From an optimization exercise on the open Yosys and OpenROAD flow, aimed at small area; shortcuts taken in it are not production practice.
In this exercise RTL edits were held to simulation tests only and were not proved equivalent to the original.
The flow treats the clock pin as an ideal source, which a real chip does not have.
Power and IR drop assume default switching activity.

==> flow/design.v <==
module DP_RAM #(
	parameter WIDTH  = 8,              
	parameter DEPTH  = 16,             
	parameter ADDR_W = $clog2(DEPTH)   
)(
	input RSTn,
	input WR_CLK, RD_CLK,                  
	input WR_EN, RD_EN,                    
	input [ADDR_W-1:0] WR_ADDR, RD_ADDR,   
	input [WIDTH-1:0]  WR_DATA,            
	output logic [WIDTH-1:0] RD_DATA       
);
logic [WIDTH-1:0] ram_model [0:DEPTH-1];
integer i;
always_ff @(posedge WR_CLK) begin
	if (~RSTn) begin
		for (i = 0; i < DEPTH; i++) begin
			ram_model[i] <= 'h0;
		end
	end else if (WR_EN) ram_model[WR_ADDR] <= WR_DATA;
end
always_ff @(posedge RD_CLK) begin
	if (RD_EN)  RD_DATA <= ram_model[RD_ADDR];
end
endmodule
module SYNC_FIFO #(
	parameter WIDTH  = 8,              
	parameter DEPTH  = 16,             
	parameter PTR_W  = $clog2(DEPTH)   
)(
	input CLK,
	input RSTn,
	input WR_EN, RD_EN,                
	input [WIDTH-1:0] DATA_IN,         
	output FIFO_FULL, FIFO_EMPTY,      
	output [WIDTH-1:0] DATA_OUT        
);
logic [PTR_W-1:0] wr_pointer, rd_pointer;
logic [PTR_W:0] fifo_cnt;
logic ram_wr_en, ram_rd_en;
always_comb begin
  ram_wr_en = 1'b0;
  if (WR_EN && (~FIFO_FULL || RD_EN)) begin
    if (RD_EN && FIFO_EMPTY)
      ram_wr_en = 1'b0;
    else
      ram_wr_en = 1'b1;
  end
end
always_comb begin
  ram_rd_en = 1'b0;
  if (RD_EN && ~FIFO_EMPTY) begin
    if (WR_EN && FIFO_EMPTY)
      ram_rd_en = 1'b0;
    else
      ram_rd_en = 1'b1;
  end
end
logic [WIDTH-1:0] ram_data_out;
DP_RAM #(
	.WIDTH(WIDTH),
	.DEPTH(DEPTH),
	.ADDR_W(PTR_W)
) u0_dp_ram (
	.RSTn(RSTn),
	.WR_CLK(CLK),
	.RD_CLK(CLK),
	.WR_EN(ram_wr_en),
	.RD_EN(ram_rd_en),
	.WR_ADDR(wr_pointer),
	.RD_ADDR(rd_pointer),
	.WR_DATA(DATA_IN),
	.RD_DATA(ram_data_out)
);
always_ff @(posedge CLK) begin
  if (!RSTn) {rd_pointer, wr_pointer, fifo_cnt} <= 0;
  else begin
    case ({WR_EN, RD_EN})
      2'b10: if (!FIFO_FULL) begin
        wr_pointer <= wr_pointer + 1;
        fifo_cnt   <= fifo_cnt + 1;
      end
      2'b01: if (!FIFO_EMPTY) begin
        rd_pointer <= rd_pointer + 1;
        fifo_cnt   <= fifo_cnt - 1;
      end
      2'b11: begin
        wr_pointer <= wr_pointer + 1;
        rd_pointer <= rd_pointer + 1;
      end
      default: begin
        {rd_pointer, wr_pointer, fifo_cnt} <= {rd_pointer, wr_pointer, fifo_cnt};
      end
    endcase
  end
end
assign FIFO_FULL  = (fifo_cnt == 2**PTR_W);
assign FIFO_EMPTY = (fifo_cnt == 'h0);
logic bypass_en, bypass_en_reg;
assign bypass_en = FIFO_EMPTY && RD_EN && WR_EN;
logic [WIDTH-1:0] data_in_reg;
always_ff @(posedge CLK) begin
  if (!RSTn) begin
    data_in_reg   <= 'h0;
    bypass_en_reg <= 1'b0;
  end
  else begin
    data_in_reg   <= DATA_IN;
    bypass_en_reg <= bypass_en;
  end
end
assign DATA_OUT = bypass_en_reg ? data_in_reg : ram_data_out;
endmodule
==> flow/run.sh <==
#!/bin/bash
# synth_recipe.tcl (not shown) runs the flow's synth.tcl, then flattens the netlist and writes it again
# the make line also repeats each setting of config.mk as NAME=value (left out here)
make -C /OpenROAD-flow-scripts/flow DESIGN_CONFIG=/design/flow/config.mk WORK_HOME=/design/flow/orfs CLKGATE_MAP_FILE= SYNTH_SCRIPT=/design/flow/synth_recipe.tcl finish
==> flow/config.mk <==
export PLATFORM = sky130hd
export DESIGN_NAME = SYNC_FIFO
export DESIGN_NICKNAME = SYNC_FIFO
export VERILOG_FILES = /design/flow/design.v
export SDC_FILE = /design/flow/constraint.sdc
export NUM_CORES = 4
export LEC_CHECK = 0
export CAP_MARGIN = 20
export CORE_MARGIN = 2
export CORE_UTILIZATION = 40
export SLEW_MARGIN = 20
==> flow/constraint.sdc <==
create_clock -name core_clock -period 5.0 [get_ports {CLK}]
set_input_delay 1.0000 -clock core_clock [delete_from_list [all_inputs] [get_ports {CLK}]]
set_output_delay 1.0000 -clock core_clock [all_outputs]
set_load 0.01 [all_outputs]
==> results of run 1 <==
report_power, final:
group          internal (mW)  switching, mW
Clock                  0.925          0.481
Combinational          0.180          0.210
Sequential              1.50         0.0348
Total                   2.61          0.726
tightest hold or removal path: stages, from the launching register on:
cell and delay, ns:
dfxtp_1 0.35, nand3_1 0.07, o21ai_0 0.06
metrics by stage:
| stage | instances | hold WS (ns) | area, µm² |
|---|---|---|---|
| after floorplan | 543 | 0.4951 | 7086 |
| after global placement | 776 | 0.5247 | 7586 |
| after detailed placement | 776 | 0.5352 | 7586 |
| after CTS | 806 | 0.5433 | 8218 |
| after global routing | 806 | 0.5849 | 8218 |
| final | 806 | 0.5378 | 8218 |
worst min-delay path by stage:
stage / to / slack (ns) / start
floorplan: wr_pointer[1] / 0.50 / wr_pointer[1]
global placement: wr_pointer[1] / 0.52 / wr_pointer[1]
detailed placement: wr_pointer[1] / 0.54 / wr_pointer[1]
CTS: wr_pointer[1] / 0.54 / wr_pointer[1]
global route: fifo_cnt[3] / 0.58 / fifo_cnt[3]
finish: wr_pointer[1] / 0.54 / wr_pointer[1]
synth_stat cells (8+ instances only):
cell type | count | area (µm²)
nor2_1 | 137 | 514.2
edfxtp_1 | 136 | 4084
nand2_1 | 51 | 191.4
mux4_2 | 33 | 743.2
o21ai_0 | 23 | 115.1
dfxtp_1 | 22 | 440.4
buf_2 | 17 | 85.08
a22oi_1 | 16 | 120.1
and2_1 | 16 | 100.1
clkbuf_1 | 12 | 45.04
ha_1 | 8 | 100.1
mux2_2 | 8 | 90.09
nor2b_1 | 8 | 50.05
routing by layer:
layer  track usage, %  routed length (µm)  up-vias
met5                0                   0        -
met4            6.586                 265        0
met3            5.074                1524       23
met2            30.40                8321      221
met1            26.23                6910     2193
li1                 -                   -     2004
cell type report:
cell class | count | area (µm²)
Fill cell | 1513 | 9079
Sequential cell | 158 | 4526
Multi-Input combinational cell | 342 | 2366
Clock buffer | 21 | 440.4
Timing Repair Buffer | 45 | 390.4
Tap cell | 225 | 281.5
Clock inverter | 9 | 191.4
Inverter | 6 | 22.52
cells by family (layout without fill, tap and decap cells):
group           Yosys count  after routing
simple gates            229            229
buf+inv                  43             81
mux                      41             41
flops                   158            158
fa+ha+maj                 9              9
compound gates           55             55
xor+xnor                  8              8
==> flow_summary.yaml, run 1 <==
setup_path:
  rr_endpoint: "u0_dp_ram.ram_model[6][3]"
  slowest_delay_ns: 0.73
  cp-startpoint: "fifo_cnt[0]"
  cp_cell_sequence: "or4_1 -> nor2_1 -> clkdlybuf4s50_1"
  endpoint: "FIFO_EMPTY"
  crit_cells: 3
  critPathTopFamily: "simple AND/OR/NAND/NOR gates"
  r2r-start: "fifo_cnt[4]"
  cp-end-kind: "output port"
  timing_worst_setup_path_type: "flop to output port"
  cp-start-kind: "flop"
  crit_required_ns: 4.00
  reg2reg_slack_ns: 2.57
  crit_fanout: 7
  crit_buf_inv: 1
  rr_worst_depth: 5
  crit_path_top_delay_cell: "or4_1"
  critPathArrivalTime_ns: 2.34
clock_network:
  cts_sinks: 158
  cts_buffers: 17
  cts_resized: 0
  root_buffer: "clkbuf_16"
  cts_hold_buf: 0
  clockBufferDepth: 2
  postCtsSetupBuffers: 0
  insertion_delay_ns: 0.42
  htreeDepth: 4
  clk_pin_slew_ns: 0.06
  cts_tree: "built"
timing:
  period_minus_slack_ns: 3.339
  tns_ns: 0
  clock_skew_ns: 0.005860
  hold_viol_final: 0
  fmaxAchievable_ghz: 0.2995
  fin_crit_sh_pct: 66.79
  max_slew_margin_pct: 48.95
  maxSlewViolCount: 0
  worst_slew_pin_slew_ns: 0.7642
  fin_ws_ns: 1.661
  finalSetupViolCount: 0
  rsz0062_at_grt: "no"
floorplan:
  die_area_mm2: 0.01880
  core_area_mm2: 0.01730
  core.rowCount: 48
  die_x_um: 137.1
  num_io_pins: 22
  die_y_um: 137.1
  start_util_pct: 40.96
cells_and_area:
  final_cell_mix: "nor2_1, edfxtp_1, nand2_1"
  largest_reg_flops: 128
  layout.nets: 591
  area_growth_pct: 15.98
  post-route-util_pct: 47.51
  diodes: 0
  final_common_cell: "nor2_1"
  final_layout_size_suffix_gt1_share_pct: 16.01
logic_synthesis:
  ys_seq_area_share_pct: 63.85
  synth_top_family_by_area: "simple AND/OR/NAND/NOR gates"
  synth_simple_gate_area_share_pct: 13.77
  synth-xor-area-share_pct: 0.9889
  synthAdderAreaFrac_pct: 1.695
  ys_ff_latch: 158
  synth_compound_area_share_pct: 5.174
  synth_cell_type_count: 37
  synthFlopType: "edfxtp_1"
  ys_async_sr_fraction_pct: 0
  syn_area_mm2: 0.007086
  synth_edf_count: 136
  yosysWarnings: 2
  synth_cells: 543
  syn_avg_cell_area_um2: 13.05
  synthMuxAreaShare_pct: 11.76
  syn-num-nets: 564
drt:
  drtIter0Drc: 406
  vias: 4441
  drc_errors: 0
  via_per_inst: 5.510
  drt_wl_total_um: 17020
  ant_nets: 0
  avgRoutedWirePerCell_um: 21.12
  first_pass_iters: 5
global_route:
  grt_max_degree: 41
  grt_pass1_vias: 4436
  grt_pass1_wl_um: 25860
  overflow: 0
  grt_usage_pct: 19.38
  antenna_found_initial: 0
placed_design:
  routabilityCongestion: 0.8681
  io_buffers: 21
  hpwlAfterDp_um: 11950
  post-place-ws_ns: 1.343
pwr:
  power_leakage_nw: 2.818
  peakVddDrop_uv: 261.1
  power.density_mw_per_mm2: 405.8
  total_power_mw: 3.335
outcome:
  outcome: "finished clean"
min_path:
  hold_depth: 2
  min_path_type: "flop to flop"
run:
  maxCapViolations: 0
==> inputs of run 2 (changes only) <==
==> flow/design.v (replaced) <==
module DP_RAM #(
	parameter WIDTH  = 8,
	parameter DEPTH  = 16,
	parameter ADDR_W = $clog2(DEPTH)
)(
	input RSTn,
	input WR_CLK, RD_CLK,
	input WR_EN, RD_EN,
	input [ADDR_W-1:0] WR_ADDR, RD_ADDR,
	input [WIDTH-1:0]  WR_DATA,
	output logic [WIDTH-1:0] RD_DATA
);
logic [WIDTH-1:0] ram_model [0:DEPTH-1];
always_ff @(posedge WR_CLK) if (WR_EN) ram_model[WR_ADDR] <= WR_DATA;
always_ff @(posedge RD_CLK) if (RD_EN) RD_DATA <= ram_model[RD_ADDR];
endmodule
module SYNC_FIFO #(
	parameter WIDTH  = 8,
	parameter DEPTH  = 16,
	parameter PTR_W  = $clog2(DEPTH)
)(
	input CLK,
	input RSTn,
	input WR_EN, RD_EN,
	input [WIDTH-1:0] DATA_IN,
	output FIFO_FULL, FIFO_EMPTY,
	output [WIDTH-1:0] DATA_OUT
);
logic [WIDTH-1:0] mem [0:DEPTH-1];
logic [PTR_W:0]   cnt;           
logic [WIDTH-1:0] dout;
assign FIFO_EMPTY = cnt[PTR_W];
assign FIFO_FULL  = ~cnt[PTR_W] & (&cnt[PTR_W-1:0]);
wire wr_acc = WR_EN & (~FIFO_FULL | RD_EN);
wire rd_acc = RD_EN & (~FIFO_EMPTY | WR_EN);
integer i;
always_ff @(posedge CLK) begin
  if (wr_acc) begin
    mem[0] <= DATA_IN;
    for (i = 1; i < DEPTH; i++) mem[i] <= mem[i-1];
  end
end
always_ff @(posedge CLK) begin
  if (!RSTn) cnt <= '1;
  else if (wr_acc & ~rd_acc) cnt <= cnt + 1'b1;
  else if (rd_acc & ~wr_acc) cnt <= cnt - 1'b1;
end
always_ff @(posedge CLK)
  dout <= FIFO_EMPTY ? DATA_IN : mem[cnt[PTR_W-1:0]];
assign DATA_OUT = dout;
endmodule
==> run 2 against run 1 <==
Effect of this change:
- critical path depth up 7
- sequential share of layout area is 6.8 points higher
- fmax shrank 6.0%
==> flow_summary.yaml, run 2 <==
logic_synthesis:
  ys_async_sr_fraction_pct: 0
  synth_cell_type_count: 64
  synthFlopType: "edfxtp_1"
  post-synth-top-count-cell: "edfxtp_1"
  syn_area_mm2: 0.005836
  synth_edf_count: 128
  synth_top_area_share_pct: 65.87
  synth_cells: 379
  syn-num-nets: 396
  syn_avg_cell_area_um2: 15.40
  ys_top_cells_by_area: "edfxtp_1, dfxtp_1, mux2i_1"
  synth.top_cells.by_count: "edfxtp_1, nand2_1, o21ai_0"
  synth_area_leader_cell: "edfxtp_1"
  ys_ff_latch: 141
  yosysWarnings: 2
  ys_seq_area_share_pct: 70.33
cells_and_area:
  top_register: "mem"
  final_layout_size_suffix_gt1_share_pct: 12.38
  layout.nets: 417
  diodes: 0
  area_growth_pct: 13.59
  largest_reg_flops: 128
  final_cell_mix: "edfxtp_1, nand2_1, clkdlybuf4s50_1"
  post-route-util_pct: 46.13
  final_common_cell: "edfxtp_1"
min_path:
  min_from: "mem[12][7]"
  hold_depth: 0
  min_path_type: "flop to flop"
pwr:
  total_power_mw: 3.684
  peakVddDrop_uv: 309.9
  power.density_mw_per_mm2: 555.7
  power_leakage_nw: 2.292
clock_network:
  cts_tree: "built"
  cts_hold_buf: 0
  postCtsSetupBuffers: 0
  clk_pin_slew_ns: 0.05
  root_buffer: "clkbuf_16"
  insertion_delay_ns: 0.42
  cts_sinks: 141
  cts_resized: 0
  clockBufferDepth: 2
  htreeDepth: 4
  cts_buffers: 17
placed_design:
  io_buffers: 21
  hpwlAfterDp_um: 7747
  routabilityCongestion: 0.8228
timing:
  maxSlewViolCount: 0
  max_slew_margin_pct: 38.02
  fmaxAchievable_ghz: 0.2816
  hold_slack_ns: 0.4419
  tns_ns: 0
  hold_viol_final: 0
  fin_crit_sh_pct: 71.02
  period_minus_slack_ns: 3.551
  clock_skew_ns: 0.01075
  finalSetupViolCount: 0
  worst_slew_pin_slew_ns: 0.9284
  rsz0062_at_grt: "no"
drt:
  vias: 3475
  via_per_inst: 5.831
  ant_nets: 0
  drc_errors: 0
  drt_wl_total_um: 12890
  first_pass_iters: 5
  drtIter0Drc: 372
  avgRoutedWirePerCell_um: 21.63
outcome:
  outcome: "finished clean"
setup_path:
  cp-startpoint: "RD_EN"
  crit_fanout: 66
  crit_buf_inv: 2
  crit_path_top_delay_cell: "o41a_4"
  cpMostUsedCell: "ha_1"
  r2r-start: "cnt[4]"
  critPathArrivalTime_ns: 3.91
  cp-end-kind: "flop"
  timing_worst_setup_path_type: "input port to flop"
  rr_worst_depth: 9
  cp-start-kind: "input port"
  cp_cell_sequence: "clkdlybuf4s50_1 -> o41a_4 -> ha_1 -> inv_1 -> ha_1 -> a21o_1 -> a21oi_1 -> xnor2_1 -> or3_1 -> nand3_1"
  crit_cells: 10
  slowest_delay_ns: 0.79
  crit_required_ns: 5.36
  critPathTopFamily: "compound AO/OA/AOI/OAI gates"
floorplan:
  core_area_mm2: 0.01437
  core.rowCount: 44
  die_x_um: 124.8
  die_area_mm2: 0.01557
  num_io_pins: 22
  start_util_pct: 40.61
  die_y_um: 124.8
global_route:
  antenna_found_initial: 0
  overflow: 0
  grt_max_degree: 67
  grt_usage_pct: 17.30
  grt_pass1_vias: 3523
  grt_pass1_wl_um: 20220
run:
  maxCapViolations: 0
run 2: final timing paths:
kind	slack [ns]	end
max	1.45	cnt[4]
min	0.44	mem[13][7]
max reg2reg	1.45	cnt[4]
min reg2reg	0.44	mem[13][7]
run 2: metrics by stage:
step / area [µm²] / std cells / worst slack [ns]
detailed placement: 6110 / 565 / 0.9936
finish: 6629 / 596 / 1.449
CTS: 6629 / 596 / 1.436
floorplan: 5837 / 379 / 0.6668
global route: 6629 / 596 / 1.234
global placement: 6110 / 565 / 1.094
run 2: routing by layer:
metal,up-vias,track usage [%],wire length [µm]
met5,-,0,0
li1,1541,-,-
met3,22,5.069,931
met2,151,25.39,6069
met1,1761,23.72,5629
met4,0,8.130,260
run 2: cell type report:
type,instances,area (µm²)
flip-flops and latches,141,4104
inverters,8,30.03
well taps,184,230.2
fillers,1234,7740
clock inverters,3,12.51
multi-input cells,206,1498
clock buffers,28,506.7
repair buffers,26,247.7
run 2: power by group:
group / switching [mW] / internal [mW] / leakage (nW)
registers: 0.100 / 1.51 / 1.36
clock network: 0.436 / 0.679 / 0.254
logic: 0.603 / 0.359 / 0.680
run 2: cell families after synthesis:
logic type | Yosys count | synth area share, %
xor gates and xnor gates | 4 | 0.6005
adders and majority gates | 5 | 1.201
AOI/OAI and AO/OA | 91 | 11.56
and+or+nand+nor | 82 | 7.612
muxes | 24 | 4.524
DFF | 141 | 70.33
buffers and inverters | 32 | 4.181
==> inputs of run 3 (changes only) <==
--- a/flow/design.v
+++ b/flow/design.v
@@ -45,7 +45,17 @@
   else if (wr_acc & ~rd_acc) cnt <= cnt + 1'b1;
   else if (rd_acc & ~wr_acc) cnt <= cnt - 1'b1;
 end
+logic [DEPTH-1:0] rsel;
+always_comb
+  for (int k = 0; k < DEPTH; k++)
+    rsel[k] = ~cnt[PTR_W] & (cnt[PTR_W-1:0] == k);
+logic [WIDTH-1:0] rdata;
+always_comb begin
+  rdata = {WIDTH{FIFO_EMPTY}} & DATA_IN;
+  for (int k = 0; k < DEPTH; k++)
+    rdata = rdata | ({WIDTH{rsel[k]}} & mem[k]);
+end
 always_ff @(posedge CLK)
-  dout <= FIFO_EMPTY ? DATA_IN : mem[cnt[PTR_W-1:0]];
+  dout <= rdata;
 assign DATA_OUT = dout;
 endmodule
==> run 3 against run 2 <==
Effect of this change:
- sequential power about the same
- count of clock-buffer cells in the layout shrank 8
- critical path type is now flop to output port
- power down 4.8%
- cell count decreased by 9.1%
- worst setup slack worse by 0.11 ns
==> flow_summary.yaml, run 3 <==
cells_and_area:
  final_common_cell: "edfxtp_1"
  top_register: "mem"
  stdcell_count: 542
  largest_reg_flops: 128
  nFillCells: 1107
  diodes: 0
  final_cell_mix: "edfxtp_1, a22oi_1, clkdlybuf4s50_1"
  post-route-util_pct: 48.73
  final_layout_size_suffix_gt1_share_pct: 14.48
  area_growth_pct: 19.10
  layout.nets: 370
setup_path:
  crit_fanout: 18
  critPathArrivalTime_ns: 2.67
  crit_buf_inv: 2
  critPathTopFamily: "flip-flops"
  crit_required_ns: 4.00
  cp_cell_sequence: "nand3b_1 -> nor2_1 -> buf_4 -> clkdlybuf4s50_1"
  cp-start-kind: "flop"
  cp-end-kind: "output port"
  slowest_delay_ns: 0.76
  timing_worst_setup_path_type: "flop to output port"
  crit_path_top_delay_cell: "dfxtp_1"
logic_synthesis:
  yosysWarnings: 2
  synthAdderAreaFrac_pct: 1.298
  synthFlopType: "edfxtp_1"
  syn-num-nets: 336
  ys_seq_area_share_pct: 76.05
  synthMuxAreaShare_pct: 2.690
  synth_area_leader_cell: "edfxtp_1"
  synth-xor-area-share_pct: 0.6492
  post-synth-top-count-cell: "edfxtp_1"
  synth.top_cells.by_count: "edfxtp_1, a22oi_1, dfxtp_1"
  ys_ff_latch: 141
  synth_cells: 319
  synth_top_area_share_pct: 71.23
  synth_compound_area_share_pct: 10.16
  synth_cell_type_count: 52
  synth_top_family_by_area: "compound AO/OA/AOI/OAI gates"
  synth_simple_gate_area_share_pct: 7.860
  ys_async_sr_fraction_pct: 0
  synth_edf_count: 128
  syn_area_mm2: 0.005396
  syn_avg_cell_area_um2: 16.92
  ys_top_cells_by_area: "edfxtp_1, a22oi_1, dfxtp_1"
drt:
  drtIter0Drc: 367
  vias: 3111
  drt_wl_total_um: 12300
  avgRoutedWirePerCell_um: 22.69
  ant_nets: 0
  via_per_inst: 5.740
  drc_errors: 0
  first_pass_iters: 8
timing:
  maxSlewViolCount: 0
  max_slew_margin_pct: 32.40
  period_minus_slack_ns: 3.665
  rsz0062_at_grt: "no"
  tns_ns: 0
  worst_slew_pin_slew_ns: 1.014
  clock_skew_ns: 0.008940
  hold_viol_final: 0
  fin_ws_ns: 1.335
  finalSetupViolCount: 0
  fmaxAchievable_ghz: 0.2728
  fin_crit_sh_pct: 73.30
pwr:
  total_power_mw: 3.506
  power.density_mw_per_mm2: 545.4
  peakVddDrop_uv: 274.8
  power_leakage_nw: 2.161
clock_network:
  htreeDepth: 4
  clockBufferDepth: 2
  insertion_delay_ns: 0.42
  clk_pin_slew_ns: 0.06
  cts_sinks: 141
  postCtsSetupBuffers: 0
  cts_tree: "built"
  root_buffer: "clkbuf_16"
  cts_buffers: 17
  cts_resized: 0
  cts_hold_buf: 0
floorplan:
  die_x_um: 120.2
  die_area_mm2: 0.01444
  core_area_mm2: 0.01319
  die_y_um: 120.2
  start_util_pct: 40.91
  core.rowCount: 42
  num_io_pins: 22
global_route:
  grt_max_degree: 82
  grt_pass1_wl_um: 18950
  overflow: 0
  antenna_found_initial: 0
  grt_usage_pct: 18.40
  grt_pass1_vias: 3156
placed_design:
  io_buffers: 21
  hpwlAfterDp_um: 7360
  post-place-ws_ns: 1.500
  routabilityCongestion: 0.8250
  numPlacedInstances: 510
min_path:
  min_path_type: "flop to flop"
run:
  maxCapViolations: 0
outcome:
  outcome: "finished clean"
==> run 3: changes by cell type in the layout (fill, tap and decap cells not counted), sizes merged, moves of 5 or more <==
cell,delta
a21oi,-6
mux2,-5
clkbuf,-8
nand2,-14
nor2,+11
o21ai,-10
inv,-6
a31oi,-7
nor3,-6
nand3,-8
a22oi,+21
==> run 3: cells by family after synthesis <==
| kind of cell | after synthesis |
|---|---|
| simple gates | 69 |
| xor+xnor | 4 |
| fa+ha+maj | 5 |
| buf+inv | 13 |
| flops | 141 |
| compound gates | 73 |
| mux | 14 |
==> run 3: report_power, final <==
group | switching [mW] | internal (mW)
clock | 0.477 | 0.843
sequential | 0.129 | 1.50
combinational | 0.322 | 0.232
total | 0.927 | 2.58
==> run 3: area by class of cell <==
cell class / instances / area [µm²] / area share (%)
clock inverters: 12 / 170.2 / 2.647
clock buffers: 20 / 446.7 / 6.950
well taps: 176 / 220.2 / 3.426
flip-flops and latches: 141 / 4104 / 63.85
multi-input cells: 165 / 1231 / 19.16
repair buffers: 26 / 247.7 / 3.854
inverters: 2 / 7.507 / 0.1168
==> run 3: path summary, 6_finish.rpt <==
path | startpoint | end | slack [ns] | depth (start not counted)
min reg2reg | mem[3][5] | mem[4][5] | 0.45 | 0
min | mem[3][5] | mem[4][5] | 0.45 | 0
max | cnt[3] | FIFO_FULL | 1.33 | 4
max reg2reg | cnt[4] | mem[11][5] | 1.82 | 4
==> run 3: stage by stage <==
step,instance area (µm²),hold WS [ns]
6_report,6427,0.4465
5_1_grt,6427,0.4592
4_1_cts,6427,0.4470
3_5_place_dp,5811,0.4341
3_3_place_gp,5811,0.4283
2_1_floorplan,5398,0.4176
==> run 3: per-layer routing <==
layer  part of all wire [%]  up-vias  GRT usage, %
met2                     44      148         25.64
met3                    8.3       23         5.513
met5                      0        -             0
met4                    2.3        0         9.191
li1                       -     1380             -
met1                     45     1560         26.11
==> inputs of run 4 (changes only) <==
==> flow/flow/run.sh (new file) <==
#!/bin/bash
# Standard layout, with a lighter clock tree (no dummy loads, small buffers)
# and the smallest buffer on each port.
set -euo pipefail
bash standard.sh finish \
  "CTS_ARGS=-sink_clustering_enable -repair_clock_nets -dont_use_dummy_load -buf_list {sky130_fd_sc_hd__clkbuf_4 sky130_fd_sc_hd__clkbuf_8} -sink_clustering_size 40 -sink_clustering_max_diameter 100" \
  "BUFFER_PORTS_ARGS=-buffer_cell sky130_fd_sc_hd__buf_1" \
  > make.log 2>&1
==> flow/standard.sh (new file) <==
#!/bin/bash
# synth_recipe.tcl (not shown) runs the flow's synth.tcl, then flattens the netlist and writes it again
# the make line also repeats each setting of config.mk as NAME=value (left out here)
make -C /OpenROAD-flow-scripts/flow DESIGN_CONFIG=/design/flow/config.mk WORK_HOME=/design/flow/orfs CLKGATE_MAP_FILE= SYNTH_SCRIPT=/design/flow/synth_recipe.tcl "${@:-finish}"
removed: flow/run.sh
==> run 4 against run 3 <==
Effect of this change:
- highest routed layer unchanged
- critical endpoint is now cnt[4]
- worst setup slack improved by 0.13 ns
- count of clock-buffer cells in the layout decreased by 3
- utilization fell by 4.0 points
- flip-flop and latch count unchanged
- combinational power fell by 15%
- power shrank 21%
- sequential share of layout area up 5.7 points
- sequential power about the same
- fmax is 3.7% higher
==> flow_summary.yaml, run 4 <==
outcome:
  outcome: "finished clean"
setup_path:
  cp_cell_sequence: "nand2_2 -> o31a_4 -> ha_1 -> inv_1 -> ha_1 -> a21o_1 -> a21oi_1 -> xnor2_1 -> or3_1 -> nand3_1"
  rr_endpoint: "cnt[4]"
  crit_required_ns: 5.36
  crit_fanout: 54
  r2r-start: "cnt[1]"
  cpMostUsedCell: "ha_1"
  slowest_delay_ns: 0.90
  rr_worst_depth: 10
  critPathArrivalTime_ns: 3.89
  timing_worst_setup_path_type: "flop to flop"
  critPathTopFamily: "compound AO/OA/AOI/OAI gates"
  endpoint: "cnt[4]"
  crit_cells: 10
  crit_path_top_delay_cell: "dfxtp_1"
  cp-end-kind: "flop"
  crit_buf_inv: 1
  cp-start-kind: "flop"
  reg2reg_slack_ns: 1.47
  cp-startpoint: "cnt[1]"
cells_and_area:
  multi_input_area_mm2: 0.001231
  final_cell_mix: "edfxtp_1, a22oi_1, buf_1"
  final_layout_size_suffix_gt1_share_pct: 10.89
  layout.nets: 368
  largest_reg_flops: 128
  final_common_cell: "edfxtp_1"
  area_growth_pct: 9.298
  top_register: "mem"
  stdcell_count: 525
  seqCellArea_mm2: 0.004104
  diodes: 0
  nFillCells: 1165
floorplan:
  core.rowCount: 42
  num_io_pins: 22
  die_x_um: 120.2
  die_y_um: 120.2
  start_util_pct: 40.91
  core_area_mm2: 0.01319
  die_area_mm2: 0.01444
logic_synthesis:
  syn_avg_cell_area_um2: 16.92
  post-synth-top-count-cell: "edfxtp_1"
  ys_ff_latch: 141
  synthFlopType: "edfxtp_1"
  synth_cell_type_count: 52
  syn-num-nets: 336
  synth_top_area_share_pct: 71.23
  synth_area_leader_cell: "edfxtp_1"
  synth.top_cells.by_count: "edfxtp_1, a22oi_1, dfxtp_1"
  ys_async_sr_fraction_pct: 0
  ys_top_cells_by_area: "edfxtp_1, a22oi_1, dfxtp_1"
  synth_cells: 319
  ys_seq_area_share_pct: 76.05
  synth_edf_count: 128
  yosysWarnings: 2
  syn_area_mm2: 0.005396
drt:
  drt_wl_total_um: 11730
  vias: 3065
  via_per_inst: 5.838
  avgRoutedWirePerCell_um: 22.33
  drtIter0Drc: 346
  first_pass_iters: 5
  drc_errors: 0
  ant_nets: 0
timing:
  fmaxAchievable_ghz: 0.2830
  rsz0062_at_grt: "no"
  fin_crit_sh_pct: 70.68
  period_minus_slack_ns: 3.534
  worst_slew_pin_slew_ns: 0.9845
  maxSlewViolCount: 0
  fin_ws_ns: 1.466
  finalSetupViolCount: 0
  hold_viol_final: 0
  clock_skew_ns: 0.02200
  max_slew_margin_pct: 34.12
  tns_ns: 0
clock_network:
  clk_pin_slew_ns: 0.07
  cts_hold_buf: 0
  htreeDepth: 4
  root_buffer: "clkbuf_8"
  clockBufferDepth: 2
  cts_tree: "built"
  cts_resized: 0
  postCtsSetupBuffers: 0
  cts_sinks: 141
  insertion_delay_ns: 0.44
  cts_buffers: 17
min_path:
  min_path_type: "flop to flop"
  min_from: "mem[1][7]"
global_route:
  grt_usage_pct: 17.49
  overflow: 0
  grt_pass1_wl_um: 18130
  grt_max_degree: 77
  antenna_found_initial: 0
  grt_pass1_vias: 3037
pwr:
  power_leakage_nw: 1.925
  total_power_mw: 2.774
  peakVddDrop_uv: 311.8
  power.density_mw_per_mm2: 470.3
placed_design:
  io_buffers: 21
  hpwlAfterDp_um: 7234
  post-place-ws_ns: 1.437
  routabilityCongestion: 0.8114
  numPlacedInstances: 508
run:
  maxCapViolations: 0
## run 4: cell counts after synthesis
Identical to the previous run, type by type.
## run 4: logic make-up after synthesis
kind of cell	synth area share, %
AND/OR/NAND/NOR	7.861
adder cells (fa/ha/maj)	1.298
multiplexers	2.690
AO/OA/AOI/OAI	10.16
XOR/XNOR	0.6493
buffers and inverters	1.298
flip-flops	76.05
## run 4: area by class of cell
class / count / area share [%]
Timing Repair Buffer: 24 / 1.718
Multi-Input combinational cell: 165 / 20.87
Clock buffer: 17 / 3.967
Tap cell: 176 / 3.734
Inverter: 2 / 0.1273
Sequential cell: 141 / 69.58
## run 4: metal layers
layer  part of all wire [%]  global-route usage (%)  vias up
met5                      0                       0        -
met4                    1.9                   6.691        0
met3                    8.8                   5.466       24
met2                     44                   23.76      147
met1                     45                   26.13     1539
li1                       -                       -     1355
## run 4: worst min-delay path by stage
stage | cells after the start | slack, ns | to
2_1_floorplan | 0 | 0.42 | mem[6][1]
3_3_place_gp | 0 | 0.42 | mem[12][2]
3_5_place_dp | 0 | 0.43 | mem[8][4]
4_1_cts | 0 | 0.45 | mem[2][7]
5_1_grt | 0 | 0.46 | mem[2][7]
6_report | 0 | 0.45 | mem[2][7]
## run 4: metrics by stage
stage	utilization [%]	cell area, µm²	hold slack [ns]
5_1_grt	44.72	5898	0.4574
4_1_cts	44.72	5898	0.4470
3_5_place_dp	42.94	5664	0.4323
3_3_place_gp	42.94	5664	0.4230
6_report	44.72	5898	0.4450
2_1_floorplan	-	5398	0.4176
## run 4: power by group
group / leakage [nW] / internal [mW] / switching [mW] / total [mW]
registers: 1.36 / 1.50 / 0.145 / 1.65
logic: 0.445 / 0.179 / 0.292 / 0.471
clock network: 0.122 / 0.299 / 0.356 / 0.655
total: 1.92 / 1.98 / 0.793 / 2.77
==> inputs of run 5 (changes only) <==
--- a/flow/design.v
+++ b/flow/design.v
@@ -31,20 +31,22 @@
 logic [WIDTH-1:0] dout;
 assign FIFO_EMPTY = cnt[PTR_W];
 assign FIFO_FULL  = ~cnt[PTR_W] & (&cnt[PTR_W-1:0]);
+wire grow   = WR_EN & ~RD_EN & ~FIFO_FULL;
+wire shrink = RD_EN & ~WR_EN & ~FIFO_EMPTY;
 wire wr_acc = WR_EN & (~FIFO_FULL | RD_EN);
-wire rd_acc = RD_EN & (~FIFO_EMPTY | WR_EN);
-integer i;
 always_ff @(posedge CLK) begin
   if (wr_acc) begin
     mem[0] <= DATA_IN;
-    for (i = 1; i < DEPTH; i++) mem[i] <= mem[i-1];
+    for (int i = 1; i < DEPTH; i++) mem[i] <= mem[i-1];
   end
 end
-always_ff @(posedge CLK) begin
-  if (!RSTn) cnt <= '1;
-  else if (wr_acc & ~rd_acc) cnt <= cnt + 1'b1;
-  else if (rd_acc & ~wr_acc) cnt <= cnt - 1'b1;
+logic [PTR_W:0] tgl;
+always_comb begin
+  tgl[0] = grow | shrink;
+  for (int i = 1; i <= PTR_W; i++) tgl[i] = tgl[i-1] & (cnt[i-1] ^ shrink);
 end
+always_ff @(posedge CLK)
+  cnt <= RSTn ? (cnt ^ tgl) : '1;
 logic [DEPTH-1:0] rsel;
 always_comb
   for (int k = 0; k < DEPTH; k++)
==> flow/flow/run.sh (replaced) <==
#!/bin/bash
# Standard layout with three changes:
#  - synthesis maps logic with ABC's default (area-leaning) script instead of
#    ORFS's speed script; everything else in synth_recipe.tcl is unchanged
#  - a lighter clock tree (small clock buffers, no dummy loads), with
#    post_cts.tcl upsizing any clock buffer whose flip-flops see a slow edge
#  - the smallest buffer on each port
set -euo pipefail
{ echo 'proc abc {args} {'
  echo '  set out {}; set skip 0'
  echo '  foreach a $args { if {$skip} { set skip 0; continue }; if {$a in {-script -constr -D}} { set skip 1; continue }; lappend out $a }'
  echo '  yosys abc {*}$out'
  echo '}'
  cat synth_recipe.tcl; } > my_synth.tcl
bash standard.sh finish \
  "SYNTH_SCRIPT=$PWD/my_synth.tcl" \
  "POST_CTS_TCL=$PWD/flow/post_cts.tcl" "CLK_SLEW_TARGET=0.95e-10" \
  "CTS_ARGS=-sink_clustering_enable -repair_clock_nets -dont_use_dummy_load -buf_list sky130_fd_sc_hd__clkbuf_4" \
  "BUFFER_PORTS_ARGS=-buffer_cell sky130_fd_sc_hd__buf_1" \
  > make.log 2>&1
==> flow/flow/post_cts.tcl (new file) <==
# After CTS: upsize any clock buffer whose sinks see a slew above the
# threshold, one drive step at a time, then re-legalize the placement.
set clk_slew_limit 1.00e-10
if { [info exists ::env(CLK_SLEW_TARGET)] } { set clk_slew_limit $::env(CLK_SLEW_TARGET) }
set up_next [dict create \
  sky130_fd_sc_hd__clkbuf_1 sky130_fd_sc_hd__clkbuf_2 \
  sky130_fd_sc_hd__clkbuf_2 sky130_fd_sc_hd__clkbuf_4 \
  sky130_fd_sc_hd__clkbuf_4 sky130_fd_sc_hd__clkbuf_8 \
  sky130_fd_sc_hd__clkbuf_8 sky130_fd_sc_hd__clkbuf_16]
proc clk_sink_slew { inst } {
  set mx 0
  set net [[$inst findITerm X] getNet]
  foreach it [$net getITerms] {
    if { [$it isOutputSignal] } { continue }
    if { [string match *clkbuf* [[[$it getInst] getMaster] getName]] } { continue }
    set pin [get_pins [[$it getInst] getName]/[[$it getMTerm] getName]]
    foreach s [list [get_property $pin slew_max_rise] [get_property $pin slew_max_fall]] {
      if { $s > $mx } { set mx $s }
    }
  }
  return $mx
}
for { set pass 0 } { $pass < 4 } { incr pass } {
  estimate_parasitics -placement
  set changed 0
  foreach inst [[ord::get_db_block] getInsts] {
    set m [[$inst getMaster] getName]
    if { ![dict exists $up_next $m] } { continue }
    if { [[[$inst findITerm X] getNet] getSigType] ne "CLOCK" } { continue }
    set s [clk_sink_slew $inst]
    if { $s * 1e-9 > $clk_slew_limit } {
      puts "post_cts: [$inst getName] $m sink slew $s -> [dict get $up_next $m]"
      replace_cell [get_cells [$inst getName]] [dict get $up_next $m]
      incr changed
    }
  }
  if { $changed == 0 } { break }
}
detailed_placement
check_placement -verbose
estimate_parasitics -placement
==> run 5 against run 4 <==
Effect of this change:
- still clean on timing, DRC and antenna
- global-route usage increased by 0.31 points
- sequential share of layout area increased by 3.9 points
- non-clock buffer count unchanged
- critical path depth decreased by 7
- critical path type is now flop to output port
==> flow_summary.yaml, run 5 <==
outcome:
  outcome: "finished clean"
timing:
  fin_crit_sh_pct: 67.04
  maxSlewViolCount: 0
  max_slew_margin_pct: 39.91
  finalSetupViolCount: 0
  period_minus_slack_ns: 3.352
  fmaxAchievable_ghz: 0.2983
  worst_slew_pin_slew_ns: 0.8974
  hold_viol_final: 0
  rsz0062_at_grt: "no"
  tns_ns: 0
  clock_skew_ns: 0.03205
setup_path:
  crit_required_ns: 4.00
  cp-start-kind: "flop"
  critPathArrivalTime_ns: 2.35
  timing_worst_setup_path_type: "flop to output port"
  cp-end-kind: "output port"
  crit_fanout: 17
global_route:
  overflow: 0
  grt_pass1_vias: 2831
  grt_max_degree: 56
  grt_pass1_wl_um: 16750
  antenna_found_initial: 0
  grt_usage_pct: 17.80
pwr:
  combPwrFrac_pct: 5.4
  sw_frac_of_total_pct: 22.48
  clock_power_share_pct: 26.7
  peakVddDrop_uv: 175.6
  power.density_mw_per_mm2: 384.3
  switching_power_mw: 0.4824
  power_leakage_nw: 1.798
  seqPwrFrac_pct: 67.9
  internal_power_mw: 1.663
drt:
  drt_wl_total_um: 11100
  drtIter0Drc: 620
  via_per_inst: 6.072
  vias: 2933
  ant_nets: 0
  avgRoutedWirePerCell_um: 22.99
  first_pass_iters: 8
  drc_errors: 0
floorplan:
  die_area_mm2: 0.01349
  core_area_mm2: 0.01216
  die_y_um: 116.2
  core.rowCount: 40
  die_x_um: 116.2
  num_io_pins: 22
  start_util_pct: 41.38
cells_and_area:
  final_layout_size_suffix_gt1_share_pct: 6.984
  top_register: "mem"
  fin_area_mm2: 0.005583
  final_common_cell: "edfxtp_1"
  largest_reg_flops: 128
  final_cell_mix: "edfxtp_1, a222oi_1, buf_1"
  area_growth_pct: 10.94
  layout.nets: 329
  diodes: 0
  nFillCells: 1056
logic_synthesis:
  ys_top_cells_by_area: "edfxtp_1, a222oi_1, dfxtp_1"
  ys_ff_latch: 141
  post-synth-top-count-cell: "edfxtp_1"
  syn_avg_cell_area_um2: 18.37
  synth_top_area_share_pct: 76.38
  ys_seq_area_share_pct: 81.55
  ys_async_sr_fraction_pct: 0
  synth_area_leader_cell: "edfxtp_1"
  syn-num-nets: 286
  yosysWarnings: 2
  synth_cells: 274
  synthFlopType: "edfxtp_1"
  synth_edf_count: 128
  synth_cell_type_count: 29
  synth.top_cells.by_count: "edfxtp_1, a222oi_1, a22oi_1"
  syn_area_mm2: 0.005032
placed_design:
  place_area_mm2: 0.005378
  io_buffers: 21
  hpwlAfterDp_um: 6433
  routabilityCongestion: 0.8144
clock_network:
  cts_tree: "built"
  clk_pin_slew_ns: 0.09
  cts_sinks: 141
  insertion_delay_ns: 0.57
min_path:
  min_path_type: "flop to flop"
run:
  maxCapViolations: 0
[run 5: cell types whose count changed after synthesis, sizes merged, moves of 4 or more]
cell	previous run	this run
a21oi	6	0
a222oi	4	31
a22oi	36	16
and2	1	13
buf	8	0
clkinv	0	4
ha	4	0
mux2	4	0
mux2i	10	0
nor2	18	5
[run 5: per-layer routing]
layer	part of all wire [%]	track usage, %	vias to the layer above
met3	11	6.279	29
met5	0	0	-
met4	2.3	6.825	0
met2	44	24.99	195
met1	42	25.68	1458
li1	-	-	1251
[run 5: cell families after synthesis]
kind of cell              synth area share [%]
AOI/OAI and AO/OA                        10.49
xor gates and xnor gates                0.1741
buffers and inverters                   0.2983
DFF                                      81.55
and+or+nand+nor                          7.484
[run 5: path summary, 6_finish.rpt]
path	to	depth (start not counted)	startpoint	slack [ns]
setup / recovery	FIFO_FULL	3	cnt[4]	1.65
hold / removal	mem[6][7]	0	mem[5][7]	0.43
setup reg to reg	mem[14][2]	4	cnt[4]	2.13
hold reg to reg	mem[6][7]	0	mem[5][7]	0.43
[run 5: cell type report]
type                    count  area, µm²  share of cell area, %
flip-flops and latches    141       4104                  73.51
multi-input cells         129      929.6                  16.65
well taps                 168      210.2                  3.765
clock buffers              17      177.7                  3.182
repair buffers             24      146.4                  2.622
inverters                   4      15.01                 0.2689
[run 5: worst max-delay path: stages, from the launching register on]
cell	delay [ns]
dfxtp_1	0.56
and3b_1	0.38
and3_1	0.63
buf_1	0.22
[run 5: power by group through the flow]
stage                     logic [mW]  registers [mW]  clock network [mW]
after floorplan               0.0653            1.47                   0
after global placement         0.110            1.48                   0
after detailed placement       0.112            1.48                   0
after global routing           0.127            1.47               0.633
final                          0.116            1.46               0.573
[run 5: per-stage QoR]
stage | util, % | setup slack [ns] | instances | power, mW | hold slack [ns]
global route | 45.91 | 1.533 | 483 | 2.230 | 0.4478
detailed placement | 44.22 | 1.780 | 465 | 1.594 | 0.4290
finish | 45.91 | 1.648 | 483 | 2.146 | 0.4297
global placement | 44.22 | 1.874 | 465 | 1.590 | 0.4303
floorplan | - | 1.238 | 274 | 1.534 | 0.4174
==> inputs of run 6 (changes only) <==
--- a/flow/design.v
+++ b/flow/design.v
@@ -41,23 +41,48 @@
   end
 end
 logic [PTR_W:0] tgl;
-always_comb begin
-  tgl[0] = grow | shrink;
-  for (int i = 1; i <= PTR_W; i++) tgl[i] = tgl[i-1] & (cnt[i-1] ^ shrink);
+assign tgl[0] = grow | shrink;
+for (genvar i = 1; i <= PTR_W; i++) begin : g_tgl
+  assign tgl[i] = tgl[i-1] & (cnt[i-1] ^ shrink);
 end
 always_ff @(posedge CLK)
   cnt <= RSTn ? (cnt ^ tgl) : '1;
-logic [DEPTH-1:0] rsel;
-always_comb
-  for (int k = 0; k < DEPTH; k++)
-    rsel[k] = ~cnt[PTR_W] & (cnt[PTR_W-1:0] == k);
+logic [DEPTH:0] rsel;
+FIFO_RDDEC u_rddec (.CNT(cnt), .SEL(rsel));
 logic [WIDTH-1:0] rdata;
-always_comb begin
-  rdata = {WIDTH{FIFO_EMPTY}} & DATA_IN;
-  for (int k = 0; k < DEPTH; k++)
-    rdata = rdata | ({WIDTH{rsel[k]}} & mem[k]);
+for (genvar b = 0; b < WIDTH; b++) begin : g_rdmux
+  logic [DEPTH:0] d;
+  for (genvar k = 0; k < DEPTH; k++) begin : g_d
+    assign d[k] = mem[k][b];
+  end
+  assign d[DEPTH] = DATA_IN[b];
+  FIFO_RDMUX u_rdmux (.SEL(rsel), .D(d), .Y(rdata[b]));
 end
 always_ff @(posedge CLK)
   dout <= rdata;
 assign DATA_OUT = dout;
 endmodule
+module FIFO_RDDEC (
+	input  [4:0]  CNT,
+	output [16:0] SEL
+);
+for (genvar k = 0; k < 15; k++) begin : g_sel
+  assign SEL[k] = (CNT[3:0] == k);    
+end
+assign SEL[15] = (CNT[3:0] == 4'd15) & ~CNT[4];
+assign SEL[16] = CNT[4];
+endmodule
+module FIFO_RDMUX (
+	input  [16:0] SEL,
+	input  [16:0] D,
+	output        Y
+);
+wire [5:0] g_n;
+for (genvar k = 0; k < 5; k++) begin : g_aoi
+  assign g_n[k] = ~((SEL[3*k]   & D[3*k])   |
+                    (SEL[3*k+1] & D[3*k+1]) |
+                    (SEL[3*k+2] & D[3*k+2]));
+end
+assign g_n[5] = ~((SEL[15] & D[15]) | (SEL[16] & D[16]));
+assign Y = ~(g_n[0] & g_n[1] & g_n[2]) | ~(g_n[3] & g_n[4] & g_n[5]);
+endmodule
==> flow/flow/run.sh (replaced) <==
#!/bin/bash
# Standard layout (standard.sh) with these changes:
#  - synthesis: synth_pre.tcl replaces ORFS's ABC call (see there); the read
#    mux bit and the read decoder are kept as modules until after mapping,
#    then flattened by synth_recipe.tcl as usual
#  - a lighter clock tree (clkbuf_4, no dummy loads), with post_cts.tcl
#    upsizing any clock buffer whose flip-flops see a slow clock edge
#  - the smallest buffer on each port
# make's output goes to make.log; each ORFS step logs under orfs/logs/.
set -euo pipefail
cat flow/synth_pre.tcl synth_recipe.tcl > my_synth.tcl
bash standard.sh finish \
  "SYNTH_SCRIPT=$PWD/my_synth.tcl" \
  "SYNTH_KEEP_MODULES=FIFO_RDMUX FIFO_RDDEC" \
  "ABC_AMAP_MODULES=FIFO_RDMUX" \
  "POST_CTS_TCL=$PWD/flow/post_cts.tcl" "CLK_SLEW_TARGET=1.1e-10" \
  "CTS_ARGS=-sink_clustering_enable -repair_clock_nets -dont_use_dummy_load -buf_list sky130_fd_sc_hd__clkbuf_4" \
  "BUFFER_PORTS_ARGS=-buffer_cell sky130_fd_sc_hd__buf_1" \
  > make.log 2>&1
==> flow/flow/synth_pre.tcl (new file) <==
# Sourced ahead of synth_recipe.tcl. Replaces ORFS's ABC call: the modules in
# ABC_AMAP_MODULES (kept whole through mapping) are mapped with ABC's area
# mapper, the rest with ABC's default script. ORFS's delay target and output
# load are dropped: the layout's repair sizes the cells afterwards.
proc abc {args} {
  set out {}; set skip 0
  foreach a $args {
    if { $skip } { set skip 0; continue }
    if { $a in {-script -constr -D} } { set skip 1; continue }
    lappend out $a
  }
  if { [info exists ::env(ABC_AMAP_MODULES)] && $::env(ABC_AMAP_MODULES) ne "" } {
    yosys abc {*}$out -script "+strash;amap" {*}$::env(ABC_AMAP_MODULES)
  }
  # cells already mapped above are left alone by this call
  yosys abc {*}$out
}
--- a/flow/config.mk
+++ b/flow/config.mk
@@ -5,7 +5,7 @@
 export SDC_FILE = /design/flow/constraint.sdc
 export NUM_CORES = 4
 export LEC_CHECK = 0
-export CAP_MARGIN = 20
+export CAP_MARGIN = 5
 export CORE_MARGIN = 2
 export CORE_UTILIZATION = 40
-export SLEW_MARGIN = 20
+export SLEW_MARGIN = 5
==> run 6 against run 5 <==
Effect of this change:
- combinational power increased by 77%
- still clean on timing, DRC and antenna
- flip-flop and latch count unchanged
- largest cell class unchanged
- via count decreased by 9.0%
- critical endpoint unchanged
==> flow_summary.yaml, run 6 <==
logic_synthesis:
  synthFlopType: "edfxtp_1"
  ys_ff_latch: 141
  synth.top_cells.by_count: "edfxtp_1, a222oi_1, dfxtp_1, nand2_1, nor2_1"
  synthAdderAreaFrac_pct: 0
  post-synth-top-count-cell: "edfxtp_1"
  synth_simple_gate_area_share_pct: 5.159
  ys_top_cells_by_area: "edfxtp_1, a222oi_1, dfxtp_1"
  synth_cell_type_count: 26
  synth_compound_area_share_pct: 11.10
  ys_async_sr_fraction_pct: 0
  ys_seq_area_share_pct: 82.95
  yosysWarnings: 2
  synth_top_area_share_pct: 77.69
  syn_avg_cell_area_um2: 19.40
  synth-xor-area-share_pct: 0.3541
  syn_area_mm2: 0.004947
  synth_area_leader_cell: "edfxtp_1"
  synth_top_family_by_area: "compound AO/OA/AOI/OAI gates"
  synth_edf_count: 128
  synth_cells: 255
  syn-num-nets: 267
  synthMuxAreaShare_pct: 0.2023
cells_and_area:
  nFillCells: 1030
  post-route-util_pct: 45.22
  layout.nets: 313
  final_cell_mix: "edfxtp_1, a222oi_1, buf_1"
  area_growth_pct: 10.24
  largest_reg_flops: 128
  top_register: "mem"
  final_layout_size_suffix_gt1_share_pct: 8.361
  final_common_cell: "edfxtp_1"
timing:
  maxSlewViolCount: 0
  fmaxAchievable_ghz: 0.3700
  period_minus_slack_ns: 2.702
  tns_ns: 0
  worst_slew_pin_slew_ns: 1.086
  hold_slack_ns: 0.4320
  rsz0062_at_grt: "no"
  finalSetupViolCount: 0
  hold_viol_final: 0
  fin_crit_sh_pct: 54.05
  clock_skew_ns: 0.03109
  max_slew_margin_pct: 27.02
drt:
  drtIter0Drc: 513
  drt_wl_total_um: 9400
  ant_nets: 0
  drc_errors: 0
  first_pass_iters: 8
  avgRoutedWirePerCell_um: 20.09
  via_per_inst: 5.705
  vias: 2670
global_route:
  overflow: 0
  grt_pass1_vias: 2553
  grt_max_degree: 129
  antenna_found_initial: 1
  grt_usage_pct: 15.43
  grt_pass1_wl_um: 14830
floorplan:
  die_area_mm2: 0.01327
  start_util_pct: 41.02
  die_y_um: 115.2
  core_area_mm2: 0.01206
  core.rowCount: 40
  die_x_um: 115.2
  num_io_pins: 22
setup_path:
  cp-start-kind: "flop"
  critPathArrivalTime_ns: 1.70
  crit_fanout: 14
  cp-end-kind: "output port"
  crit_required_ns: 4.00
  reg2reg_slack_ns: 2.77
  timing_worst_setup_path_type: "flop to output port"
placed_design:
  hpwlAfterDp_um: 5708
  io_buffers: 21
  routabilityCongestion: 0.7977
pwr:
  power_leakage_nw: 1.752
  peakVddDrop_uv: 115.2
  power.density_mw_per_mm2: 404.9
outcome:
  outcome: "finished clean"
run:
  maxCapViolations: 0
clock_network:
  cts_sinks: 141
  clk_pin_slew_ns: 0.09
  cts_tree: "built"
  insertion_delay_ns: 0.51
min_path:
  min_path_type: "flop to flop"
[run 6: changes by cell type in the layout (fill, tap and decap cells not counted), sizes merged, moves of 4 or more]
cell and change:
a221oi +7, a222oi +9, a22oi -16, and2 -13
buf +4, nand2b +4, nand3 -6, nor2 +5
nor3 +5
[run 6: Yosys stat by module (local to each module, per instance)]
module	copies in the design	flops+latches	cells
FIFO_RDMUX	8	0	8
FIFO_RDDEC	1	0	23
SYNC_FIFO	1	141	168
[run 6: final timing paths]
path                to  cells after the start       from
min reg2reg  mem[1][2]                      0  mem[0][2]
max reg2reg    dout[2]                      6     cnt[2]
min          mem[1][2]                      0  mem[0][2]
max          FIFO_FULL                      3     cnt[1]
[run 6: layer usage]
layer | up-vias | GRT usage [%] | wire (µm)
met3 | 6 | 4.533 | 623
met5 | - | 0 | 0
li1 | 1221 | - | -
met2 | 103 | 21.96 | 4289
met1 | 1340 | 22.40 | 4388
met4 | 0 | 6.185 | 99
[run 6: cell type report]
class	count	area [µm²]	share of cell area (%)
Multi-Input combinational cell	112	843.3	15.46
Inverter	1	3.754	0.06882
Tap cell	168	210.2	3.854
Antenna cell	1	2.502	0.04588
Clock buffer	17	146.4	2.684
Timing Repair Buffer	28	143.9	2.638
Sequential cell	141	4104	75.25
[run 6: cells by family after synthesis]
group / after synthesis
muxes: 1
xor gates and xnor gates: 2
and+or+nand+nor: 50
buffers and inverters: 2
DFF: 141
AOI/OAI and AO/OA: 59
[run 6: critical path, cell delays in order (launching register included)]
cell	delay, ns
dfxtp_1	0.61
nand2_1	0.13
nor2_1	0.28
buf_1	0.19
[run 6: stage by stage]
step	setup WS, ns	cell area (µm²)	total power [mW]	instances
after floorplan	1.240	4959	1.643	255
after global placement	2.608	5305	1.727	450
after detailed placement	2.550	5305	1.733	450
after global routing	2.146	5454	2.315	468
final	2.298	5454	2.208	468
[run 6: power by group]
group | leakage [nW] | switching (mW) | total [mW] | internal (mW)
sequential | 1.36 | 0.0727 | 1.50 | 1.43
combinational | 0.308 | 0.131 | 0.205 | 0.0732
clock | 0.0860 | 0.322 | 0.503 | 0.181
==> inputs of run 7 (changes only) <==
--- a/flow/config.mk
+++ b/flow/config.mk
@@ -5,7 +5,7 @@
 export SDC_FILE = /design/flow/constraint.sdc
 export NUM_CORES = 4
 export LEC_CHECK = 0
-export CAP_MARGIN = 5
+export CAP_MARGIN = 20
 export CORE_MARGIN = 2
 export CORE_UTILIZATION = 40
-export SLEW_MARGIN = 5
+export SLEW_MARGIN = 20
==> run 7 against run 6 <==
Effect of this change:
- utilization about the same
- combinational power about the same
- count of clock-buffer cells in the layout did not move
- synthesized area stayed put
- hold slack is essentially flat
- power is essentially flat
- synthesized cell count is the same
- highest routed layer unchanged
==> flow_summary.yaml, run 7 <==
cells_and_area:
  area_growth_pct: 10.34
  nFillCells: 1029
  final_cell_mix: "edfxtp_1, a222oi_1, buf_1"
  layout.nets: 313
  final_common_cell: "edfxtp_1"
  top_register: "mem"
  final_layout_size_suffix_gt1_share_pct: 8.696
  largest_reg_flops: 128
clock_network:
  clk_pin_slew_ns: 0.10
  cts_tree: "built"
  cts_sinks: 141
  insertion_delay_ns: 0.51
timing:
  hold_viol_final: 0
  period_minus_slack_ns: 2.720
  clock_skew_ns: 0.02962
  maxSlewViolCount: 0
  rsz0062_at_grt: "no"
  fin_crit_sh_pct: 54.40
  worst_slew_pin_slew_ns: 1.026
  finalSetupViolCount: 0
  tns_ns: 0
  hold_slack_ns: 0.4317
  fmaxAchievable_ghz: 0.3677
  max_slew_margin_pct: 31.09
logic_synthesis:
  ys_async_sr_fraction_pct: 0
  synth_top_area_share_pct: 77.69
  syn-num-nets: 267
  synthFlopType: "edfxtp_1"
  synth_area_leader_cell: "edfxtp_1"
  yosysWarnings: 2
  synth_edf_count: 128
  synth_cells: 255
  synth_cell_type_count: 26
  syn_area_mm2: 0.004947
  synth.top_cells.by_count: "edfxtp_1, a222oi_1, dfxtp_1, nand2_1, nor2_1"
  ys_top_cells_by_area: "edfxtp_1, a222oi_1, dfxtp_1"
  post-synth-top-count-cell: "edfxtp_1"
  ys_seq_area_share_pct: 82.95
  ys_ff_latch: 141
  syn_avg_cell_area_um2: 19.40
floorplan:
  num_io_pins: 22
  core_area_mm2: 0.01206
  die_x_um: 115.2
  die_y_um: 115.2
  start_util_pct: 41.02
  die_area_mm2: 0.01327
  core.rowCount: 40
setup_path:
  rr_endpoint: "dout[6]"
  slowest_delay_ns: 0.62
  cp-startpoint: "cnt[1]"
  crit_buf_inv: 1
  timing_worst_setup_path_type: "flop to output port"
  cp_cell_sequence: "nand2_1 -> nor2_1 -> buf_1"
  crit_required_ns: 4.00
  rr_worst_depth: 6
  cp-start-kind: "flop"
  crit_fanout: 14
  critPathArrivalTime_ns: 1.72
  r2r-start: "cnt[1]"
  reg2reg_slack_ns: 2.79
  endpoint: "FIFO_FULL"
  crit_path_top_delay_cell: "dfxtp_1"
  crit_cells: 3
  critPathTopFamily: "flip-flops"
  cp-end-kind: "output port"
outcome:
  outcome: "finished clean"
global_route:
  grt_pass1_vias: 2553
  grt_usage_pct: 15.43
  grt_max_degree: 129
  grt_pass1_wl_um: 14830
  antenna_found_initial: 1
  overflow: 0
min_path:
  min_from: "mem[9][7]"
  min_path_type: "flop to flop"
pwr:
  power_leakage_nw: 1.752
  power.density_mw_per_mm2: 404.7
  peakVddDrop_uv: 114.7
  total_power_mw: 2.209
placed_design:
  hpwlAfterDp_um: 5708
  io_buffers: 21
  routabilityCongestion: 0.7977
drt:
  drt_wl_total_um: 9411
  drtIter0Drc: 513
  vias: 2693
  first_pass_iters: 8
  via_per_inst: 5.754
  drc_errors: 0
  avgRoutedWirePerCell_um: 20.11
  ant_nets: 0
run:
  maxCapViolations: 0
## run 7: cell counts after synthesis
No cell type changed its count.
## run 7: worst min path at each step
stage	endpoint	slack, ns	depth (start not counted)
2_1_floorplan	mem[11][0]	0.43	0
5_1_grt	mem[10][7]	0.44	0
3_5_place_dp	mem[2][3]	0.43	0
6_report	mem[10][7]	0.43	0
3_3_place_gp	mem[14][1]	0.43	0
## run 7: final cells by class
cell class	count	area, µm²	share of cell area [%]
Inverter	1	3.754	0.06876
Tap cell	168	210.2	3.851
Multi-Input combinational cell	112	848.3	15.54
Sequential cell	141	4104	75.18
Timing Repair Buffer	28	143.9	2.636
Clock buffer	17	146.4	2.682
Antenna cell	1	2.502	0.04584
## run 7: cell families (layout without fill, tap and decap cells)
| logic type | Yosys count | after routing | synth area share, % |
|---|---|---|---|
| other | 0 | 1 | 0 |
| buffers and inverters | 2 | 46 | 0.2276 |
| muxes | 1 | 1 | 0.2023 |
| xor gates and xnor gates | 2 | 2 | 0.3541 |
| and+or+nand+nor | 50 | 50 | 5.160 |
| DFF | 141 | 141 | 82.95 |
| AOI/OAI and AO/OA | 59 | 59 | 11.10 |
## run 7: metrics by stage
stage | utilization (%) | cell area, µm² | worst slack, ns | std cells
global route | 45.26 | 5459 | 2.135 | 468
detailed placement | 43.98 | 5305 | 2.550 | 450
global placement | 43.98 | 5305 | 2.608 | 450
floorplan | - | 4959 | 1.240 | 255
finish | 45.26 | 5459 | 2.280 | 468
## run 7: layer usage
layer,wire length [µm],part of all wire (%),up-vias,track usage (%)
li1,-,-,1221,-
met1,4251,45,1332,22.40
met2,4357,46,136,21.96
met3,739,7.9,4,4.533
met4,63,0.67,0,6.185
met5,0,0,-,0
## run 7: Yosys stat by module, one instance, submodules excluded
module	cells	flops+latches
SYNC_FIFO	168	141
FIFO_RDDEC	23	0
FIFO_RDMUX	8	0
## run 7: worst register-to-register path: stages (launching register included)
cell and delay [ns]:
dfxtp_1 0.62, nand2b_1 0.26, nor2_1 0.20, a222oi_1 0.41, nand2_1 0.12, a221oi_1 0.32
nand4_1 0.14
## run 7: power by group
| part | switching [mW] | internal [mW] | leakage, nW | total, mW |
|---|---|---|---|---|
| registers | 0.0730 | 1.43 | 1.36 | 1.50 |
| clock network | 0.323 | 0.181 | 0.0860 | 0.503 |
| logic | 0.132 | 0.0733 | 0.308 | 0.205 |
==> inputs of run 8 (changes only) <==
--- a/flow/flow/run.sh
+++ b/flow/flow/run.sh
@@ -13,7 +13,7 @@
   "SYNTH_SCRIPT=$PWD/my_synth.tcl" \
   "SYNTH_KEEP_MODULES=FIFO_RDMUX FIFO_RDDEC" \
   "ABC_AMAP_MODULES=FIFO_RDMUX" \
-  "POST_CTS_TCL=$PWD/flow/post_cts.tcl" "CLK_SLEW_TARGET=1.1e-10" \
+  "POST_CTS_TCL=$PWD/flow/post_cts.tcl" "CLK_SLEW_TARGET=1.2e-10" \
   "CTS_ARGS=-sink_clustering_enable -repair_clock_nets -dont_use_dummy_load -buf_list sky130_fd_sc_hd__clkbuf_4" \
   "BUFFER_PORTS_ARGS=-buffer_cell sky130_fd_sc_hd__buf_1" \
   > make.log 2>&1
--- a/flow/config.mk
+++ b/flow/config.mk
@@ -5,7 +5,7 @@
 export SDC_FILE = /design/flow/constraint.sdc
 export NUM_CORES = 4
 export LEC_CHECK = 0
-export CAP_MARGIN = 20
+export CAP_MARGIN = 5
 export CORE_MARGIN = 2
 export CORE_UTILIZATION = 40
-export SLEW_MARGIN = 20
+export SLEW_MARGIN = 5
==> run 8 against run 7 <==
Effect of this change:
- cell count stayed put
- count of clock-buffer cells in the layout stayed put
- wire length is 0.91% higher
- fmax is 0.98% higher
- flip-flop and latch count stayed put
- highest routed layer unchanged
- non-clock buffer count stayed put
- design area is 0.32% lower
- utilization is 0.15 points lower
==> flow_summary.yaml, run 8 <==
logic_synthesis:
  ys_top_cells_by_area: "edfxtp_1, a222oi_1, dfxtp_1"
  yosysWarnings: 2
  ys_ff_latch: 141
  ys_async_sr_fraction_pct: 0
  synth_cells: 255
  syn-num-nets: 267
  syn_avg_cell_area_um2: 19.40
  synth.top_cells.by_count: "edfxtp_1, a222oi_1, dfxtp_1, nand2_1, nor2_1"
  post-synth-top-count-cell: "edfxtp_1"
  synth_area_leader_cell: "edfxtp_1"
  synth_top_area_share_pct: 77.69
  synth_cell_type_count: 26
  syn_area_mm2: 0.004947
  ys_seq_area_share_pct: 82.95
  synthFlopType: "edfxtp_1"
  synth_edf_count: 128
timing:
  worst_slew_pin_slew_ns: 1.120
  maxSlewViolCount: 0
  tns_ns: 0
  hold_viol_final: 0
  fin_crit_sh_pct: 53.87
  period_minus_slack_ns: 2.694
  rsz0062_at_grt: "no"
  finalSetupViolCount: 0
  max_slew_margin_pct: 24.79
  fmaxAchievable_ghz: 0.3713
  clock_skew_ns: 0.04066
clock_network:
  insertion_delay_ns: 0.51
  cts_tree: "built"
  clk_pin_slew_ns: 0.12
  cts_sinks: 141
cells_and_area:
  largest_reg_flops: 128
  layout.nets: 313
  final_cell_mix: "edfxtp_1, a222oi_1, buf_1"
  final_layout_size_suffix_gt1_share_pct: 8.361
  area_growth_pct: 9.990
  fin_area_mm2: 0.005441
  final_common_cell: "edfxtp_1"
  top_register: "mem"
setup_path:
  rr_worst_depth: 6
  cp_cell_sequence: "nand2_1 -> nor2_1 -> buf_1"
  timing_worst_setup_path_type: "flop to output port"
  cp-start-kind: "flop"
  cp-end-kind: "output port"
  crit_fanout: 14
  crit_required_ns: 4.00
  critPathTopFamily: "flip-flops"
  crit_buf_inv: 1
  critPathArrivalTime_ns: 1.69
  crit_path_top_delay_cell: "dfxtp_1"
  slowest_delay_ns: 0.61
  crit_cells: 3
drt:
  dr_wl_met2_um: 4324
  first_pass_iters: 8
  vias: 2708
  avgRoutedWirePerCell_um: 20.29
  met1Wirelength_um: 4424
  ant_nets: 0
  top_layer: "met4"
  drtIter0Drc: 497
  drt_wl_total_um: 9497
  via_per_inst: 5.786
  drc_errors: 0
  routed-wl-met3_um: 669
floorplan:
  die_y_um: 115.2
  die_area_mm2: 0.01327
  num_io_pins: 22
  start_util_pct: 41.02
  core_area_mm2: 0.01206
  die_x_um: 115.2
  core.rowCount: 40
min_path:
  min_path_type: "flop to flop"
  hold_depth: 0
run:
  maxCapViolations: 0
global_route:
  antenna_found_initial: 1
  grt_usage_pct: 15.44
  grt_max_degree: 129
  grt_pass1_vias: 2552
  grt_pass1_wl_um: 14850
  overflow: 0
placed_design:
  place_area_mm2: 0.005305
  routabilityCongestion: 0.7977
  hpwlAfterDp_um: 5708
  io_buffers: 21
pwr:
  power.density_mw_per_mm2: 403.7
  power_leakage_nw: 1.746
  peakVddDrop_uv: 113.0
outcome:
  outcome: "finished clean"
==> run 8: cells by family after synthesis <==
kind of cell / Yosys count / share of synthesized area [%]
muxes: 1 / 0.2023
buffers and inverters: 2 / 0.2276
xor gates and xnor gates: 2 / 0.3541
and+or+nand+nor: 50 / 5.160
AOI/OAI and AO/OA: 59 / 11.10
DFF: 141 / 82.95
==> run 8: final timing paths <==
kind	to	slack [ns]	start
max	FIFO_FULL	2.31	cnt[1]
min	mem[5][0]	0.42	mem[4][0]
max reg2reg	dout[5]	2.76	cnt[2]
min reg2reg	mem[5][0]	0.42	mem[4][0]
==> run 8: power by group <==
part	switching, mW	internal, mW	leakage [nW]
registers	0.0730	1.43	1.36
logic	0.132	0.0732	0.308
clock network	0.326	0.164	0.0808
==> run 8: through the flow <==
stage          hold WS, ns  cells  power (mW)  util, %  setup slack (ns)
6_report            0.4239    468       2.197    45.11             2.306
5_1_grt             0.4375    468       2.297    45.11             2.156
3_5_place_dp        0.4343    450       1.733    43.98             2.550
3_3_place_gp        0.4299    450       1.727    43.98             2.608
2_1_floorplan       0.4252    255       1.643        -             1.240
==> run 8: metal layers <==
metal | vias up | GRT usage [%]
met3 | 8 | 4.533
met1 | 1358 | 22.47
li1 | 1224 | -
met4 | 0 | 6.185
met5 | - | 0
met2 | 118 | 21.92
==> run 8: final cells by class <==
cell class | count | area (µm²)
Clock buffer | 17 | 133.9
Timing Repair Buffer | 28 | 143.9
Multi-Input combinational cell | 112 | 843.3
Sequential cell | 141 | 4104
Antenna cell | 1 | 2.502
Fill cell | 1034 | 6620
Tap cell | 168 | 210.2
Inverter | 1 | 3.754
==> run 8: per-module statistics from Yosys, one instance, submodules excluded <==
module / cells / area, µm²
FIFO_RDMUX: 8 / 68.82
FIFO_RDDEC: 23 / 111.4
SYNC_FIFO: 168 / 4285

## static timing again, ports no longer ideal
The results above use ideal ports. As a check the final layouts listed here were re-extracted and re-timed, cells and wires unchanged. Step 1 sets driving cells, clkbuf_16 on the clock port and buf_2 on the other inputs (assumed; they add their load-dependent delay and slew). Step 2 times the ports against the registers' clock, not the clock port: input delays grow and output delays shrink by t, the midpoint of the rising clock arrivals with the driver on. a / b / c = no drivers / after step 1 / after step 2; a / b = the first two.
| run | t (ns) | slack for setup (ns) | cell pins on the clock port's net |
|---|---|---|---|
| run 1 | 0.460 | 1.661 / 1.619 / 1.312 | 1 |
| run 2 | 0.460 | 1.449 / 1.452 / 1.006 | 1 |
| run 3 | 0.462 | 1.335 / 1.293 / 1.509 | 1 |
| run 4 | 0.467 | 1.466 / 1.466 / 1.466 | 1 |
| run 5 | 0.587 | 1.648 / 1.615 / 2.129 | 1 |
| run 6 | 0.526 | 2.298 / 2.265 / 2.521 | 1 |
| run 7 | 0.524 | 2.280 / 2.247 / 2.498 | 1 |
| run 8 | 0.524 | 2.306 / 2.273 / 2.497 | 1 |
After both steps setup and hold are still met in every run listed. For run 2, which loses most, drivers alone change the setup slack by +0.003 ns; drivers and shift together by -0.443 ns.
